Background: an optimization exercise with open tools, aiming at small area and a short achievable clock period. Do not read the settings as production practice.
Function not checked in this run: the RTL went through the layout flow alone.

===== flow/design.v =====
module mul16lo(input [15:0] a, input [15:0] b, output [15:0] p);
  wire pp0_0 = a[0] & b[0];
  wire pp0_1 = a[1] & b[0];
  wire pp0_2 = a[2] & b[0];
  wire pp0_3 = a[3] & b[0];
  wire pp0_4 = a[4] & b[0];
  wire pp0_5 = a[5] & b[0];
  wire pp0_6 = a[6] & b[0];
  wire pp0_7 = a[7] & b[0];
  wire pp0_8 = a[8] & b[0];
  wire pp0_9 = a[9] & b[0];
  wire pp0_10 = a[10] & b[0];
  wire pp0_11 = a[11] & b[0];
  wire pp0_12 = a[12] & b[0];
  wire pp0_13 = a[13] & b[0];
  wire pp0_14 = a[14] & b[0];
  wire pp0_15 = a[15] & b[0];
  wire pp1_0 = a[0] & b[1];
  wire pp1_1 = a[1] & b[1];
  wire pp1_2 = a[2] & b[1];
  wire pp1_3 = a[3] & b[1];
  wire pp1_4 = a[4] & b[1];
  wire pp1_5 = a[5] & b[1];
  wire pp1_6 = a[6] & b[1];
  wire pp1_7 = a[7] & b[1];
  wire pp1_8 = a[8] & b[1];
  wire pp1_9 = a[9] & b[1];
  wire pp1_10 = a[10] & b[1];
  wire pp1_11 = a[11] & b[1];
  wire pp1_12 = a[12] & b[1];
  wire pp1_13 = a[13] & b[1];
  wire pp1_14 = a[14] & b[1];
  wire pp2_0 = a[0] & b[2];
  wire pp2_1 = a[1] & b[2];
  wire pp2_2 = a[2] & b[2];
  wire pp2_3 = a[3] & b[2];
  wire pp2_4 = a[4] & b[2];
  wire pp2_5 = a[5] & b[2];
  wire pp2_6 = a[6] & b[2];
  wire pp2_7 = a[7] & b[2];
  wire pp2_8 = a[8] & b[2];
  wire pp2_9 = a[9] & b[2];
  wire pp2_10 = a[10] & b[2];
  wire pp2_11 = a[11] & b[2];
  wire pp2_12 = a[12] & b[2];
  wire pp2_13 = a[13] & b[2];
  wire pp3_0 = a[0] & b[3];
  wire pp3_1 = a[1] & b[3];
  wire pp3_2 = a[2] & b[3];
  wire pp3_3 = a[3] & b[3];
  wire pp3_4 = a[4] & b[3];
  wire pp3_5 = a[5] & b[3];
  wire pp3_6 = a[6] & b[3];
  wire pp3_7 = a[7] & b[3];
  wire pp3_8 = a[8] & b[3];
  wire pp3_9 = a[9] & b[3];
  wire pp3_10 = a[10] & b[3];
  wire pp3_11 = a[11] & b[3];
  wire pp3_12 = a[12] & b[3];
  wire pp4_0 = a[0] & b[4];
  wire pp4_1 = a[1] & b[4];
  wire pp4_2 = a[2] & b[4];
  wire pp4_3 = a[3] & b[4];
  wire pp4_4 = a[4] & b[4];
  wire pp4_5 = a[5] & b[4];
  wire pp4_6 = a[6] & b[4];
  wire pp4_7 = a[7] & b[4];
  wire pp4_8 = a[8] & b[4];
  wire pp4_9 = a[9] & b[4];
  wire pp4_10 = a[10] & b[4];
  wire pp4_11 = a[11] & b[4];
  wire pp5_0 = a[0] & b[5];
  wire pp5_1 = a[1] & b[5];
  wire pp5_2 = a[2] & b[5];
  wire pp5_3 = a[3] & b[5];
  wire pp5_4 = a[4] & b[5];
  wire pp5_5 = a[5] & b[5];
  wire pp5_6 = a[6] & b[5];
  wire pp5_7 = a[7] & b[5];
  wire pp5_8 = a[8] & b[5];
  wire pp5_9 = a[9] & b[5];
  wire pp5_10 = a[10] & b[5];
  wire pp6_0 = a[0] & b[6];
  wire pp6_1 = a[1] & b[6];
  wire pp6_2 = a[2] & b[6];
  wire pp6_3 = a[3] & b[6];
  wire pp6_4 = a[4] & b[6];
  wire pp6_5 = a[5] & b[6];
  wire pp6_6 = a[6] & b[6];
  wire pp6_7 = a[7] & b[6];
  wire pp6_8 = a[8] & b[6];
  wire pp6_9 = a[9] & b[6];
  wire pp7_0 = a[0] & b[7];
  wire pp7_1 = a[1] & b[7];
  wire pp7_2 = a[2] & b[7];
  wire pp7_3 = a[3] & b[7];
  wire pp7_4 = a[4] & b[7];
  wire pp7_5 = a[5] & b[7];
  wire pp7_6 = a[6] & b[7];
  wire pp7_7 = a[7] & b[7];
  wire pp7_8 = a[8] & b[7];
  wire pp8_0 = a[0] & b[8];
  wire pp8_1 = a[1] & b[8];
  wire pp8_2 = a[2] & b[8];
  wire pp8_3 = a[3] & b[8];
  wire pp8_4 = a[4] & b[8];
  wire pp8_5 = a[5] & b[8];
  wire pp8_6 = a[6] & b[8];
  wire pp8_7 = a[7] & b[8];
  wire pp9_0 = a[0] & b[9];
  wire pp9_1 = a[1] & b[9];
  wire pp9_2 = a[2] & b[9];
  wire pp9_3 = a[3] & b[9];
  wire pp9_4 = a[4] & b[9];
  wire pp9_5 = a[5] & b[9];
  wire pp9_6 = a[6] & b[9];
  wire pp10_0 = a[0] & b[10];
  wire pp10_1 = a[1] & b[10];
  wire pp10_2 = a[2] & b[10];
  wire pp10_3 = a[3] & b[10];
  wire pp10_4 = a[4] & b[10];
  wire pp10_5 = a[5] & b[10];
  wire pp11_0 = a[0] & b[11];
  wire pp11_1 = a[1] & b[11];
  wire pp11_2 = a[2] & b[11];
  wire pp11_3 = a[3] & b[11];
  wire pp11_4 = a[4] & b[11];
  wire pp12_0 = a[0] & b[12];
  wire pp12_1 = a[1] & b[12];
  wire pp12_2 = a[2] & b[12];
  wire pp12_3 = a[3] & b[12];
  wire pp13_0 = a[0] & b[13];
  wire pp13_1 = a[1] & b[13];
  wire pp13_2 = a[2] & b[13];
  wire pp14_0 = a[0] & b[14];
  wire pp14_1 = a[1] & b[14];
  wire pp15_0 = a[0] & b[15];
  wire s0, c0;
  assign s0 = pp0_13 ^ pp1_12;
  assign c0 = pp0_13 & pp1_12;
  wire s1, c1;
  assign s1 = pp0_14 ^ pp1_13 ^ pp2_12;
  assign c1 = (pp0_14 & pp1_13) | (pp0_14 & pp2_12) | (pp1_13 & pp2_12);
  wire s2, c2;
  assign s2 = pp3_11 ^ pp4_10;
  assign c2 = pp3_11 & pp4_10;
  wire s3, c3;
  assign s3 = pp0_15 ^ pp1_14 ^ pp2_13;
  assign c3 = (pp0_15 & pp1_14) | (pp0_15 & pp2_13) | (pp1_14 & pp2_13);
  wire s4, c4;
  assign s4 = pp3_12 ^ pp4_11 ^ pp5_10;
  assign c4 = (pp3_12 & pp4_11) | (pp3_12 & pp5_10) | (pp4_11 & pp5_10);
  wire s5, c5;
  assign s5 = pp6_9 ^ pp7_8;
  assign c5 = pp6_9 & pp7_8;
  wire s6, c6;
  assign s6 = pp0_9 ^ pp1_8;
  assign c6 = pp0_9 & pp1_8;
  wire s7, c7;
  assign s7 = pp0_10 ^ pp1_9 ^ pp2_8;
  assign c7 = (pp0_10 & pp1_9) | (pp0_10 & pp2_8) | (pp1_9 & pp2_8);
  wire s8, c8;
  assign s8 = pp3_7 ^ pp4_6;
  assign c8 = pp3_7 & pp4_6;
  wire s9, c9;
  assign s9 = pp0_11 ^ pp1_10 ^ pp2_9;
  assign c9 = (pp0_11 & pp1_10) | (pp0_11 & pp2_9) | (pp1_10 & pp2_9);
  wire s10, c10;
  assign s10 = pp3_8 ^ pp4_7 ^ pp5_6;
  assign c10 = (pp3_8 & pp4_7) | (pp3_8 & pp5_6) | (pp4_7 & pp5_6);
  wire s11, c11;
  assign s11 = pp6_5 ^ pp7_4;
  assign c11 = pp6_5 & pp7_4;
  wire s12, c12;
  assign s12 = pp0_12 ^ pp1_11 ^ pp2_10;
  assign c12 = (pp0_12 & pp1_11) | (pp0_12 & pp2_10) | (pp1_11 & pp2_10);
  wire s13, c13;
  assign s13 = pp3_9 ^ pp4_8 ^ pp5_7;
  assign c13 = (pp3_9 & pp4_8) | (pp3_9 & pp5_7) | (pp4_8 & pp5_7);
  wire s14, c14;
  assign s14 = pp6_6 ^ pp7_5 ^ pp8_4;
  assign c14 = (pp6_6 & pp7_5) | (pp6_6 & pp8_4) | (pp7_5 & pp8_4);
  wire s15, c15;
  assign s15 = pp9_3 ^ pp10_2;
  assign c15 = pp9_3 & pp10_2;
  wire s16, c16;
  assign s16 = s0 ^ pp2_11 ^ pp3_10;
  assign c16 = (s0 & pp2_11) | (s0 & pp3_10) | (pp2_11 & pp3_10);
  wire s17, c17;
  assign s17 = pp4_9 ^ pp5_8 ^ pp6_7;
  assign c17 = (pp4_9 & pp5_8) | (pp4_9 & pp6_7) | (pp5_8 & pp6_7);
  wire s18, c18;
  assign s18 = pp7_6 ^ pp8_5 ^ pp9_4;
  assign c18 = (pp7_6 & pp8_5) | (pp7_6 & pp9_4) | (pp8_5 & pp9_4);
  wire s19, c19;
  assign s19 = pp10_3 ^ pp11_2 ^ pp12_1;
  assign c19 = (pp10_3 & pp11_2) | (pp10_3 & pp12_1) | (pp11_2 & pp12_1);
  wire s20, c20;
  assign s20 = c0 ^ s1 ^ s2;
  assign c20 = (c0 & s1) | (c0 & s2) | (s1 & s2);
  wire s21, c21;
  assign s21 = pp5_9 ^ pp6_8 ^ pp7_7;
  assign c21 = (pp5_9 & pp6_8) | (pp5_9 & pp7_7) | (pp6_8 & pp7_7);
  wire s22, c22;
  assign s22 = pp8_6 ^ pp9_5 ^ pp10_4;
  assign c22 = (pp8_6 & pp9_5) | (pp8_6 & pp10_4) | (pp9_5 & pp10_4);
  wire s23, c23;
  assign s23 = pp11_3 ^ pp12_2 ^ pp13_1;
  assign c23 = (pp11_3 & pp12_2) | (pp11_3 & pp13_1) | (pp12_2 & pp13_1);
  wire s24, c24;
  assign s24 = c1 ^ c2 ^ s3;
  assign c24 = (c1 & c2) | (c1 & s3) | (c2 & s3);
  wire s25, c25;
  assign s25 = s4 ^ s5 ^ pp8_7;
  assign c25 = (s4 & s5) | (s4 & pp8_7) | (s5 & pp8_7);
  wire s26, c26;
  assign s26 = pp9_6 ^ pp10_5 ^ pp11_4;
  assign c26 = (pp9_6 & pp10_5) | (pp9_6 & pp11_4) | (pp10_5 & pp11_4);
  wire s27, c27;
  assign s27 = pp12_3 ^ pp13_2 ^ pp14_1;
  assign c27 = (pp12_3 & pp13_2) | (pp12_3 & pp14_1) | (pp13_2 & pp14_1);
  wire s28, c28;
  assign s28 = pp0_6 ^ pp1_5;
  assign c28 = pp0_6 & pp1_5;
  wire s29, c29;
  assign s29 = pp0_7 ^ pp1_6 ^ pp2_5;
  assign c29 = (pp0_7 & pp1_6) | (pp0_7 & pp2_5) | (pp1_6 & pp2_5);
  wire s30, c30;
  assign s30 = pp3_4 ^ pp4_3;
  assign c30 = pp3_4 & pp4_3;
  wire s31, c31;
  assign s31 = pp0_8 ^ pp1_7 ^ pp2_6;
  assign c31 = (pp0_8 & pp1_7) | (pp0_8 & pp2_6) | (pp1_7 & pp2_6);
  wire s32, c32;
  assign s32 = pp3_5 ^ pp4_4 ^ pp5_3;
  assign c32 = (pp3_5 & pp4_4) | (pp3_5 & pp5_3) | (pp4_4 & pp5_3);
  wire s33, c33;
  assign s33 = pp6_2 ^ pp7_1;
  assign c33 = pp6_2 & pp7_1;
  wire s34, c34;
  assign s34 = s6 ^ pp2_7 ^ pp3_6;
  assign c34 = (s6 & pp2_7) | (s6 & pp3_6) | (pp2_7 & pp3_6);
  wire s35, c35;
  assign s35 = pp4_5 ^ pp5_4 ^ pp6_3;
  assign c35 = (pp4_5 & pp5_4) | (pp4_5 & pp6_3) | (pp5_4 & pp6_3);
  wire s36, c36;
  assign s36 = pp7_2 ^ pp8_1 ^ pp9_0;
  assign c36 = (pp7_2 & pp8_1) | (pp7_2 & pp9_0) | (pp8_1 & pp9_0);
  wire s37, c37;
  assign s37 = c6 ^ s7 ^ s8;
  assign c37 = (c6 & s7) | (c6 & s8) | (s7 & s8);
  wire s38, c38;
  assign s38 = pp5_5 ^ pp6_4 ^ pp7_3;
  assign c38 = (pp5_5 & pp6_4) | (pp5_5 & pp7_3) | (pp6_4 & pp7_3);
  wire s39, c39;
  assign s39 = pp8_2 ^ pp9_1 ^ pp10_0;
  assign c39 = (pp8_2 & pp9_1) | (pp8_2 & pp10_0) | (pp9_1 & pp10_0);
  wire s40, c40;
  assign s40 = c7 ^ c8 ^ s9;
  assign c40 = (c7 & c8) | (c7 & s9) | (c8 & s9);
  wire s41, c41;
  assign s41 = s10 ^ s11 ^ pp8_3;
  assign c41 = (s10 & s11) | (s10 & pp8_3) | (s11 & pp8_3);
  wire s42, c42;
  assign s42 = pp9_2 ^ pp10_1 ^ pp11_0;
  assign c42 = (pp9_2 & pp10_1) | (pp9_2 & pp11_0) | (pp10_1 & pp11_0);
  wire s43, c43;
  assign s43 = c9 ^ c10 ^ c11;
  assign c43 = (c9 & c10) | (c9 & c11) | (c10 & c11);
  wire s44, c44;
  assign s44 = s12 ^ s13 ^ s14;
  assign c44 = (s12 & s13) | (s12 & s14) | (s13 & s14);
  wire s45, c45;
  assign s45 = s15 ^ pp11_1 ^ pp12_0;
  assign c45 = (s15 & pp11_1) | (s15 & pp12_0) | (pp11_1 & pp12_0);
  wire s46, c46;
  assign s46 = c12 ^ c13 ^ c14;
  assign c46 = (c12 & c13) | (c12 & c14) | (c13 & c14);
  wire s47, c47;
  assign s47 = c15 ^ s16 ^ s17;
  assign c47 = (c15 & s16) | (c15 & s17) | (s16 & s17);
  wire s48, c48;
  assign s48 = s18 ^ s19 ^ pp13_0;
  assign c48 = (s18 & s19) | (s18 & pp13_0) | (s19 & pp13_0);
  wire s49, c49;
  assign s49 = c16 ^ c17 ^ c18;
  assign c49 = (c16 & c17) | (c16 & c18) | (c17 & c18);
  wire s50, c50;
  assign s50 = c19 ^ s20 ^ s21;
  assign c50 = (c19 & s20) | (c19 & s21) | (s20 & s21);
  wire s51, c51;
  assign s51 = s22 ^ s23 ^ pp14_0;
  assign c51 = (s22 & s23) | (s22 & pp14_0) | (s23 & pp14_0);
  wire s52, c52;
  assign s52 = c20 ^ c21 ^ c22;
  assign c52 = (c20 & c21) | (c20 & c22) | (c21 & c22);
  wire s53, c53;
  assign s53 = c23 ^ s24 ^ s25;
  assign c53 = (c23 & s24) | (c23 & s25) | (s24 & s25);
  wire s54, c54;
  assign s54 = s26 ^ s27 ^ pp15_0;
  assign c54 = (s26 & s27) | (s26 & pp15_0) | (s27 & pp15_0);
  wire s55, c55;
  assign s55 = pp0_4 ^ pp1_3;
  assign c55 = pp0_4 & pp1_3;
  wire s56, c56;
  assign s56 = pp0_5 ^ pp1_4 ^ pp2_3;
  assign c56 = (pp0_5 & pp1_4) | (pp0_5 & pp2_3) | (pp1_4 & pp2_3);
  wire s57, c57;
  assign s57 = pp3_2 ^ pp4_1;
  assign c57 = pp3_2 & pp4_1;
  wire s58, c58;
  assign s58 = s28 ^ pp2_4 ^ pp3_3;
  assign c58 = (s28 & pp2_4) | (s28 & pp3_3) | (pp2_4 & pp3_3);
  wire s59, c59;
  assign s59 = pp4_2 ^ pp5_1 ^ pp6_0;
  assign c59 = (pp4_2 & pp5_1) | (pp4_2 & pp6_0) | (pp5_1 & pp6_0);
  wire s60, c60;
  assign s60 = c28 ^ s29 ^ s30;
  assign c60 = (c28 & s29) | (c28 & s30) | (s29 & s30);
  wire s61, c61;
  assign s61 = pp5_2 ^ pp6_1 ^ pp7_0;
  assign c61 = (pp5_2 & pp6_1) | (pp5_2 & pp7_0) | (pp6_1 & pp7_0);
  wire s62, c62;
  assign s62 = c29 ^ c30 ^ s31;
  assign c62 = (c29 & c30) | (c29 & s31) | (c30 & s31);
  wire s63, c63;
  assign s63 = s32 ^ s33 ^ pp8_0;
  assign c63 = (s32 & s33) | (s32 & pp8_0) | (s33 & pp8_0);
  wire s64, c64;
  assign s64 = c31 ^ c32 ^ c33;
  assign c64 = (c31 & c32) | (c31 & c33) | (c32 & c33);
  wire s65, c65;
  assign s65 = s34 ^ s35 ^ s36;
  assign c65 = (s34 & s35) | (s34 & s36) | (s35 & s36);
  wire s66, c66;
  assign s66 = c34 ^ c35 ^ c36;
  assign c66 = (c34 & c35) | (c34 & c36) | (c35 & c36);
  wire s67, c67;
  assign s67 = s37 ^ s38 ^ s39;
  assign c67 = (s37 & s38) | (s37 & s39) | (s38 & s39);
  wire s68, c68;
  assign s68 = c37 ^ c38 ^ c39;
  assign c68 = (c37 & c38) | (c37 & c39) | (c38 & c39);
  wire s69, c69;
  assign s69 = s40 ^ s41 ^ s42;
  assign c69 = (s40 & s41) | (s40 & s42) | (s41 & s42);
  wire s70, c70;
  assign s70 = c40 ^ c41 ^ c42;
  assign c70 = (c40 & c41) | (c40 & c42) | (c41 & c42);
  wire s71, c71;
  assign s71 = s43 ^ s44 ^ s45;
  assign c71 = (s43 & s44) | (s43 & s45) | (s44 & s45);
  wire s72, c72;
  assign s72 = c43 ^ c44 ^ c45;
  assign c72 = (c43 & c44) | (c43 & c45) | (c44 & c45);
  wire s73, c73;
  assign s73 = s46 ^ s47 ^ s48;
  assign c73 = (s46 & s47) | (s46 & s48) | (s47 & s48);
  wire s74, c74;
  assign s74 = c46 ^ c47 ^ c48;
  assign c74 = (c46 & c47) | (c46 & c48) | (c47 & c48);
  wire s75, c75;
  assign s75 = s49 ^ s50 ^ s51;
  assign c75 = (s49 & s50) | (s49 & s51) | (s50 & s51);
  wire s76, c76;
  assign s76 = c49 ^ c50 ^ c51;
  assign c76 = (c49 & c50) | (c49 & c51) | (c50 & c51);
  wire s77, c77;
  assign s77 = s52 ^ s53 ^ s54;
  assign c77 = (s52 & s53) | (s52 & s54) | (s53 & s54);
  wire s78, c78;
  assign s78 = pp0_3 ^ pp1_2;
  assign c78 = pp0_3 & pp1_2;
  wire s79, c79;
  assign s79 = s55 ^ pp2_2 ^ pp3_1;
  assign c79 = (s55 & pp2_2) | (s55 & pp3_1) | (pp2_2 & pp3_1);
  wire s80, c80;
  assign s80 = c55 ^ s56 ^ s57;
  assign c80 = (c55 & s56) | (c55 & s57) | (s56 & s57);
  wire s81, c81;
  assign s81 = c56 ^ c57 ^ s58;
  assign c81 = (c56 & c57) | (c56 & s58) | (c57 & s58);
  wire s82, c82;
  assign s82 = c58 ^ c59 ^ s60;
  assign c82 = (c58 & c59) | (c58 & s60) | (c59 & s60);
  wire s83, c83;
  assign s83 = c60 ^ c61 ^ s62;
  assign c83 = (c60 & c61) | (c60 & s62) | (c61 & s62);
  wire s84, c84;
  assign s84 = c62 ^ c63 ^ s64;
  assign c84 = (c62 & c63) | (c62 & s64) | (c63 & s64);
  wire s85, c85;
  assign s85 = c64 ^ c65 ^ s66;
  assign c85 = (c64 & c65) | (c64 & s66) | (c65 & s66);
  wire s86, c86;
  assign s86 = c66 ^ c67 ^ s68;
  assign c86 = (c66 & c67) | (c66 & s68) | (c67 & s68);
  wire s87, c87;
  assign s87 = c68 ^ c69 ^ s70;
  assign c87 = (c68 & c69) | (c68 & s70) | (c69 & s70);
  wire s88, c88;
  assign s88 = c70 ^ c71 ^ s72;
  assign c88 = (c70 & c71) | (c70 & s72) | (c71 & s72);
  wire s89, c89;
  assign s89 = c72 ^ c73 ^ s74;
  assign c89 = (c72 & c73) | (c72 & s74) | (c73 & s74);
  wire s90, c90;
  assign s90 = c74 ^ c75 ^ s76;
  assign c90 = (c74 & c75) | (c74 & s76) | (c75 & s76);
  wire s91, c91;
  assign s91 = pp0_2 ^ pp1_1;
  assign c91 = pp0_2 & pp1_1;
  wire s92, c92;
  assign s92 = s78 ^ pp2_1 ^ pp3_0;
  assign c92 = (s78 & pp2_1) | (s78 & pp3_0) | (pp2_1 & pp3_0);
  wire s93, c93;
  assign s93 = c78 ^ s79 ^ pp4_0;
  assign c93 = (c78 & s79) | (c78 & pp4_0) | (s79 & pp4_0);
  wire s94, c94;
  assign s94 = c79 ^ s80 ^ pp5_0;
  assign c94 = (c79 & s80) | (c79 & pp5_0) | (s80 & pp5_0);
  wire s95, c95;
  assign s95 = c80 ^ s81 ^ s59;
  assign c95 = (c80 & s81) | (c80 & s59) | (s81 & s59);
  wire s96, c96;
  assign s96 = c81 ^ s82 ^ s61;
  assign c96 = (c81 & s82) | (c81 & s61) | (s82 & s61);
  wire s97, c97;
  assign s97 = c82 ^ s83 ^ s63;
  assign c97 = (c82 & s83) | (c82 & s63) | (s83 & s63);
  wire s98, c98;
  assign s98 = c83 ^ s84 ^ s65;
  assign c98 = (c83 & s84) | (c83 & s65) | (s84 & s65);
  wire s99, c99;
  assign s99 = c84 ^ s85 ^ s67;
  assign c99 = (c84 & s85) | (c84 & s67) | (s85 & s67);
  wire s100, c100;
  assign s100 = c85 ^ s86 ^ s69;
  assign c100 = (c85 & s86) | (c85 & s69) | (s86 & s69);
  wire s101, c101;
  assign s101 = c86 ^ s87 ^ s71;
  assign c101 = (c86 & s87) | (c86 & s71) | (s87 & s71);
  wire s102, c102;
  assign s102 = c87 ^ s88 ^ s73;
  assign c102 = (c87 & s88) | (c87 & s73) | (s88 & s73);
  wire s103, c103;
  assign s103 = c88 ^ s89 ^ s75;
  assign c103 = (c88 & s89) | (c88 & s75) | (s89 & s75);
  wire s104, c104;
  assign s104 = c89 ^ s90 ^ s77;
  assign c104 = (c89 & s90) | (c89 & s77) | (s90 & s77);
  wire [15:0] x = {c103, c102, c101, c100, c99, c98, c97, c96, c95, c94, c93, c92, c91, s91, pp0_1, pp0_0};
  wire [15:0] y = {s104, s103, s102, s101, s100, s99, s98, s97, s96, s95, s94, s93, s92, pp2_0, pp1_0, 1'b0};
  assign p = x + y;
endmodule
`timescale 1ns / 1ps
module Main(
	input clk,
	input reset,
	input start_button,
	input axis_valid,
	input [15:0]axis_value,
	input [15:0]mem_rdata,
	output mem_en,
	output mem_we,
	output [14:0]mem_addr,
	output [15:0]mem_wdata,
	output [15:0]led_value
	);
	reg [1:0] st;
	reg [15:0] ir;
	reg [15:0] opA, opB;
	reg [14:0] pc;
	reg fc, fg, fe;             
	reg [255:0] rf;             
	reg [15:0] led;
	wire s00 = (st == 2'b00);
	wire s01 = (st == 2'b01);
	wire s10 = (st == 2'b10);
	wire s11 = (st == 2'b11);
	always @(posedge clk) begin
		if (reset) st <= 2'b00;
		else st <= st + 2'b01;
	end
	always @(posedge clk) begin
		if (reset) ir <= 16'h0000;
		else if (s01) ir <= mem_rdata;
	end
	wire [3:0] opc = ir[15:12];
	wire [3:0] fn  = ir[7:4];
	wire [3:0] rd  = ir[11:8];
	wire [3:0] rs  = ir[3:0];
	wire is_r   = (opc == 4'b0000);
	wire is_i   = (opc == 4'b0101) | (opc == 4'b0110) | (opc == 4'b1001) | (opc == 4'b1011) |
	              (opc == 4'b0001) | (opc == 4'b0010) | (opc == 4'b0011) | (opc == 4'b1110);
	wire is_ls  = (opc == 4'b0100);
	wire is_st  = is_ls & (fn == 4'b0100);
	wire is_jmp = is_ls & (fn == 4'b1100);
	wire is_ld  = is_ls & ~is_st & ~is_jmp;
	wire is_br  = (opc == 4'b1100);
	wire [3:0] op = is_r ? fn : (is_i ? opc : 4'b0000);
	wire op_add  = (op == 4'b0101) | (op == 4'b0110);
	wire op_addc = (op == 4'b0111) | (op == 4'b0001);
	wire op_sub  = (op == 4'b1001);
	wire op_cmp  = (op == 4'b1011);
	wire op_cmpu = (op == 4'b1000);
	wire op_and  = (op == 4'b1111);
	wire op_or   = (op == 4'b0010);
	wire op_xor  = (op == 4'b0011);
	wire op_not  = (op == 4'b1010);
	wire op_lsh  = (op == 4'b0100);
	wire op_mul  = (op == 4'b1110);
	wire op_zero = (op == 4'b1101);
	wire op_wr = op_add | op_addc | op_sub | op_and | op_or | op_xor | op_not | op_lsh | op_mul | op_zero;
	wire [7:0] ext = (opc == 4'b0110) ? 8'h00 : {8{ir[7]}};
	wire [15:0] imm = {ext, ir[7:0]};
	wire [15:0] A = opA;
	wire [15:0] B = is_i ? imm : opB;
	wire inv = op_sub | op_cmp | op_cmpu;
	wire cin = inv | (op_addc & fc);
	wire [15:0] Bx = B ^ {16{inv}};
	wire [15:0] sum;
	wire [16:0] cy;
	assign cy[0] = cin;
	genvar g;
	generate for (g = 0; g < 16; g = g + 1) begin : add
		assign sum[g] = A[g] ^ Bx[g] ^ cy[g];
		assign cy[g+1] = (A[g] & Bx[g]) | (A[g] & cy[g]) | (Bx[g] & cy[g]);
	end endgenerate
	wire cout = cy[16];
	wire eq = (A == B);
	wire ge_s = (~A[15] & B[15]) | (~A[15] & cy[15]) | (B[15] & cy[15]);
	wire [15:0] prod;
	mul16lo mul (.a(A), .b(B), .p(prod));
	wire [15:0] shl = (opB[15:4] != 12'd0) ? 16'h0000 : (A << opB[3:0]);
	wire [15:0] result =
		({16{op_add | op_addc | op_sub}} & sum) |
		({16{op_and}} & (A & B)) |
		({16{op_or}}  & (A | B)) |
		({16{op_xor}} & (A ^ B)) |
		({16{op_not}} & ~A) |
		({16{op_lsh}} & shl) |
		({16{op_mul}} & prod);
	wire nfc = (op_add | op_addc) ? cout : (op_sub ? ~cout : fc);
	wire nfg = op_cmp ? (ge_s & ~eq) : (op_cmpu ? (cout & ~eq) : fg);
	wire nfe = (op_cmp | op_cmpu) ? eq : fe;
	always @(posedge clk) begin
		if (reset) begin
			fc <= 1'b0; fg <= 1'b0; fe <= 1'b0;
		end else begin
			fc <= nfc; fg <= nfg; fe <= nfe;
		end
	end
	wire we = (s10 & ((op_wr & ~is_ls) | is_ld)) | (s11 & is_ld);
	wire [15:0] wd = s11 ? mem_rdata : (is_ld ? ir : result);
	wire [3:0] ra = mem_rdata[11:8];
	wire [3:0] rb = mem_rdata[3:0];
	reg [15:0] pa, pb;
	integer k;
	always @* begin
		pa = 16'h0000;
		pb = 16'h0000;
		for (k = 0; k < 16; k = k + 1) begin
			pa = pa | ({16{ra == k}} & rf[16*k +: 16]);
			pb = pb | ({16{rb == k}} & rf[16*k +: 16]);
		end
	end
	generate for (g = 0; g < 16; g = g + 1) begin : regs
		wire wsel = we & (rd == g);
		if (g == 0) begin : r0
			wire hold = ~wsel & ~reset & ~axis_valid;
			always @(posedge clk)
				rf[15:0] <= ({16{axis_valid}} & axis_value) |
				            ({16{wsel & ~axis_valid}} & wd) |
				            ({16{hold}} & rf[15:0]);
		end else begin : rn
			wire hold = ~wsel & ~reset;
			always @(posedge clk)
				rf[16*g +: 16] <= ({16{wsel}} & wd) | ({16{hold}} & rf[16*g +: 16]);
		end
	end endgenerate
	always @(posedge clk) led <= rf[255:240];
	wire axA = axis_valid & (s01 ? (ra == 4'd0) : (rd == 4'd0));
	wire axB = axis_valid & (s01 ? (rb == 4'd0) : (rs == 4'd0));
	always @(posedge clk) begin
		if (axA) opA <= axis_value;
		else if (s01) opA <= pa;
		else if (we) opA <= wd;
		if (axB) opB <= axis_value;
		else if (s01) opB <= pb;
		else if (we & (rs == rd)) opB <= wd;
	end
	reg cond;
	always @* begin
		case (rd)
			4'b0000: cond = 1'b1;
			4'b0001: cond = fc;
			4'b0010: cond = fg;
			4'b0011: cond = fe;
			4'b0100: cond = start_button;
			default: cond = 1'b0;
		endcase
	end
	wire pc_zero = (pc == 15'd0);
	wire [14:0] pc_inc = pc + 15'd1;
	wire [14:0] pc_off = pc + {{7{ir[7]}}, ir[7:0]};
	wire [14:0] step = (is_jmp & cond) ? opB[14:0] :
	                   (pc_zero | ~(is_br & cond)) ? pc_inc : pc_off;
	always @(posedge clk) begin
		if (s11) pc <= step;
		else if (reset) pc <= 15'd0;
	end
	assign mem_en = ~s10 | (is_ls & ~is_jmp);
	assign mem_we = s10 & is_st;
	assign mem_addr = st[1] ? opB[14:0] : pc;
	assign mem_wdata = opA;
	assign led_value = led;
endmodule

===== flow/constraint.sdc =====
create_clock -name core_clock -period 11.0 [get_ports {clk}]
set_input_delay 2.2000 -clock core_clock [delete_from_list [all_inputs] [get_ports {clk}]]
set_output_delay 2.2000 -clock core_clock [all_outputs]
set_load 0.01 [all_outputs]

===== flow/config.mk =====
export PLATFORM = sky130hd
export DESIGN_NAME = Main
export DESIGN_NICKNAME = Main
export VERILOG_FILES = /design/flow/design.v
export SDC_FILE = /design/flow/constraint.sdc
export NUM_CORES = 4
export LEC_CHECK = 0
export ABC_AREA = 1
export CAP_MARGIN = 20
export CORE_MARGIN = 2
export CORE_UTILIZATION = 40
export SLEW_MARGIN = 20

===== flow/run.sh =====
#!/bin/bash
# synth_recipe.tcl (not shown) runs the flow's synth.tcl, then flattens the netlist and writes it again
# the make line also repeats each setting of config.mk as NAME=value (left out here)
make -C /OpenROAD-flow-scripts/flow DESIGN_CONFIG=/design/flow/config.mk WORK_HOME=/design/flow/orfs CLKGATE_MAP_FILE= SYNTH_SCRIPT=/design/flow/synth_recipe.tcl finish

==> flow_summary.json <==
{
  "drc": 0,
  "slew_headroom": 0.225,
  "drtPass1Iterations": 9,
  "cp_max_fo": 20,
  "post_cts_resized": 0,
  "setup_viol": 0,
  "cts.clk_slew.worst_paths_ns": 0.07,
  "synth-seq-area-share": 0.327,
  "numClockSinks": 340,
  "die_w_um": 240,
  "wl_per_cell_um": 27.5,
  "fin_cells": 3796,
  "slew_viol_final": 0,
  "outcome": "no timing/DRC/antenna violations",
  "cp-start-kind": "flop",
  "cts_buffer_depth": 3,
  "yosysWarningCount": 1,
  "layout_commonest_cell": "inv_1",
  "dieArea_mm2": 0.0575,
  "routed_wl_um": 105000,
  "fill_cells": 5529,
  "cts_root_buf": "clkbuf_16",
  "slowest_stage": "nand2_2",
  "grt_pass1_vias": 22100,
  "hold_path.class": "flop to flop",
  "gr-usage-all-layers": 0.356,
  "synth_cell_types": 58,
  "place_hpwl_um": 75500,
  "final_nets": 3228,
  "cts_buffers": 36,
  "grt_max_degree": 47,
  "final_cell_mix": "510 x inv_1, 443 x nand2_1, 314 x o22ai_1",
  "p_leak_nw": 9.92,
  "gr-total-overflow": 0,
  "io_pins": 85,
  "setup_tns_ns": 0,
  "path_class": "flop to flop",
  "netlist_area_mm2": 0.0222,
  "hold_buffers": 0,
  "vias": 23800,
  "cts_tree": "built",
  "syn_nets": 3182,
  "ys_ff_latch": 340,
  "max_stage_delay_ns": 0.47,
  "gp_congestion": 1.00,
  "drive_above_1_share": 0.0647,
  "crit_top_cell": "fa_1",
  "powerDensity_mw_per_mm2": 276,
  "placed_cells": 3728,
  "avgSynthCellArea_um2": 7.48,
  "required_ns": 11.41,
  "skew_ns": 0.0191,
  "antenna_left": 0,
  "clock_latency_ns": 0.56,
  "ir_drop_v": 0.000579,
  "clock.fmax_mhz": 97.8,
  "syn_inst": 2973,
  "initial_utilization": 0.404,
  "first_iter_violations": 3343,
  "rsz0062_at_grt": "false",
  "finalCriticalPeriod_ns": 10.22,
  "timing.final.crit_share": 0.929,
  "critPathCaptureType": "flop",
  "antenna_found_initial": 3,
  "grt_pass1_wl_um": 149000,
  "port-buffer-count": 84,
  "rows": 86,
  "coreArea_mm2": 0.0550,
  "die_h_um": 240,
  "worst_pin_slew_ns": 1.13,
  "viasPerCell": 6.26,
  "areaGrowthSynthToFinish_pct": 13.0,
  "final_hold_viol_count": 0,
  "fin_total_pwr_mw": 6.93,
  "max_cap_viol_count": 0,
  "crit_arrival_ns": 10.63,
  "htreeDepth": 2,
  "cts_setup_buffers": 0
}
[per-stage QoR]
step / util / worst slack [ns] / cell area, um^2 / hold slack [ns]
finish: 0.457 / 0.776 / 25100 / 0.351
global route: 0.457 / 0.182 / 25100 / 0.357
CTS: 0.457 / 0.832 / 25100 / 0.352
detailed placement: 0.435 / 0.886 / 23900 / 0.337
global placement: 0.435 / 1.05 / 23900 / 0.334
floorplan: - / 2.29 / 22200 / 0.331
[flip-flops by register name, indices dropped and copies added, names as in the netlist, 2 cells and up]
register / flops
ir: 16
opB: 16
st: 2
rf: 256
opA: 16
led: 16
pc: 15
[Yosys cell counts, drive strengths merged]
master   number  area, um^2
inv         537        2020
nand2       453        1730
o22ai       327        2130
dfxtp       293        5870
nor2        255         967
o21ai       168         882
a21oi       142         711
nand3       126         646
fa           96        1920
clkbuf       83         312
ha           77         963
buf          52         277
a221oi       50         438
edfxtp       47        1410
xor2         30         263
a211oi       26         195
o211ai       26         195
nand4        23         144
nor3         23         131
clkinv       19        71.3
o221ai       19         166
a2111oi      14         123
o2111ai      14         123
nor4         10        62.6
xnor2        10        87.6
a31oi         9        56.3
o21bai        6        45.0
o41ai         6        52.6
or2           6        37.5
a22oi         4        30.0
o31ai         4        30.0
nand3b        3        22.5
o21a          3        22.5
a221o         2        20.0
a41oi         2        17.5
a2111o        1        11.3
a21boi        1        7.51
a21o          1        7.51
a311oi        1        8.76
a32o          1        10.0
a41o          1        10.0
o221a         1        11.3
o311ai        1        8.76
[cell type report]
cell class	instances	area, um^2	share of cell area
clock buffer	51	1080	0.0429
multi-input combinational	1942	12300	0.491
inverter	556	2090	0.0830
clock inverter	14	129	0.00513
antenna	2	5.00	0.000199
sequential	340	7280	0.290
tap	748	936	0.0372
timing repair buffer	143	1290	0.0514
[routing by layer]
layer	wire, um	GRT usage	share of wire
met1	41100	0.482	0.39
met2	41500	0.500	0.40
met3	15700	0.120	0.15
met4	6300	0.180	0.060
met5	0	0	0
[logic make-up (layout without fill, tap and decap cells)]
logic type / after synthesis / after routing / share of synthesized area
xor gates and xnor gates: 40 / 40 / 0.0158
buffers and inverters: 691 / 764 / 0.120
DFF: 340 / 340 / 0.327
AOI/OAI and AO/OA: 830 / 830 / 0.239
and+or+nand+nor: 899 / 899 / 0.168
adders and majority gates: 173 / 173 / 0.130
other: 0 / 2 / 0
[path summary, 6_finish.rpt]
kind / startpoint / endpoint / slack (ns) / cells past startpoint
worst max-delay path: ir[15]$_SDFFE_PP0P_ / opB[14]$_DFFE_PP_ / 0.78 / 32
worst min-delay path: rf[244]$_DFF_P_ / led[4]$_DFF_P_ / 0.35 / 0
worst max register to register: ir[15]$_SDFFE_PP0P_ / opB[14]$_DFFE_PP_ / 0.78 / 32
worst min register to register: rf[244]$_DFF_P_ / led[4]$_DFF_P_ / 0.35 / 0
[power by group]
part	internal, mW	switching [mW]
Sequential	1.33	0.127
Clock	0.715	0.563
Combinational	1.40	2.78
Total	3.45	3.47
[worst max-delay path, delay by kind of cell (launching register included)]
family / cells / cell delay (ns)
buffers and inverters: 5 / 0.60
AND/OR/NAND/NOR: 7 / 1.81
XOR/XNOR: 1 / 0.15
adder cells (fa/ha/maj): 15 / 6.47
AO/OA/AOI/OAI: 4 / 0.68
flip-flops: 1 / 0.35

==> afterwards: timing with drivers on the ports <==
No port has a modelled driver above. Below, the same layout with a new extraction and two added sets of constraints.
Step 1 sets driving cells, clkbuf_16 on the clock port and buf_2 on the other inputs (assumed; they add their load-dependent delay and slew).
Step 2 times the ports against the registers' clock, not the clock port: input delays grow and output delays shrink by t, the midpoint of the rising clock arrivals with the driver on.
a / b / c = ideal ports / drivers / drivers and shift; a / b = the first two.
t, ns: 0.601
setup slack, ns: 0.776 / 0.776 / 0.776
worst data-port slew with drivers (ns): 0.10
After both steps setup and hold are still met in this run. For this run, drivers alone change the setup slack by 0.000 ns; drivers and shift together by 0.000 ns.
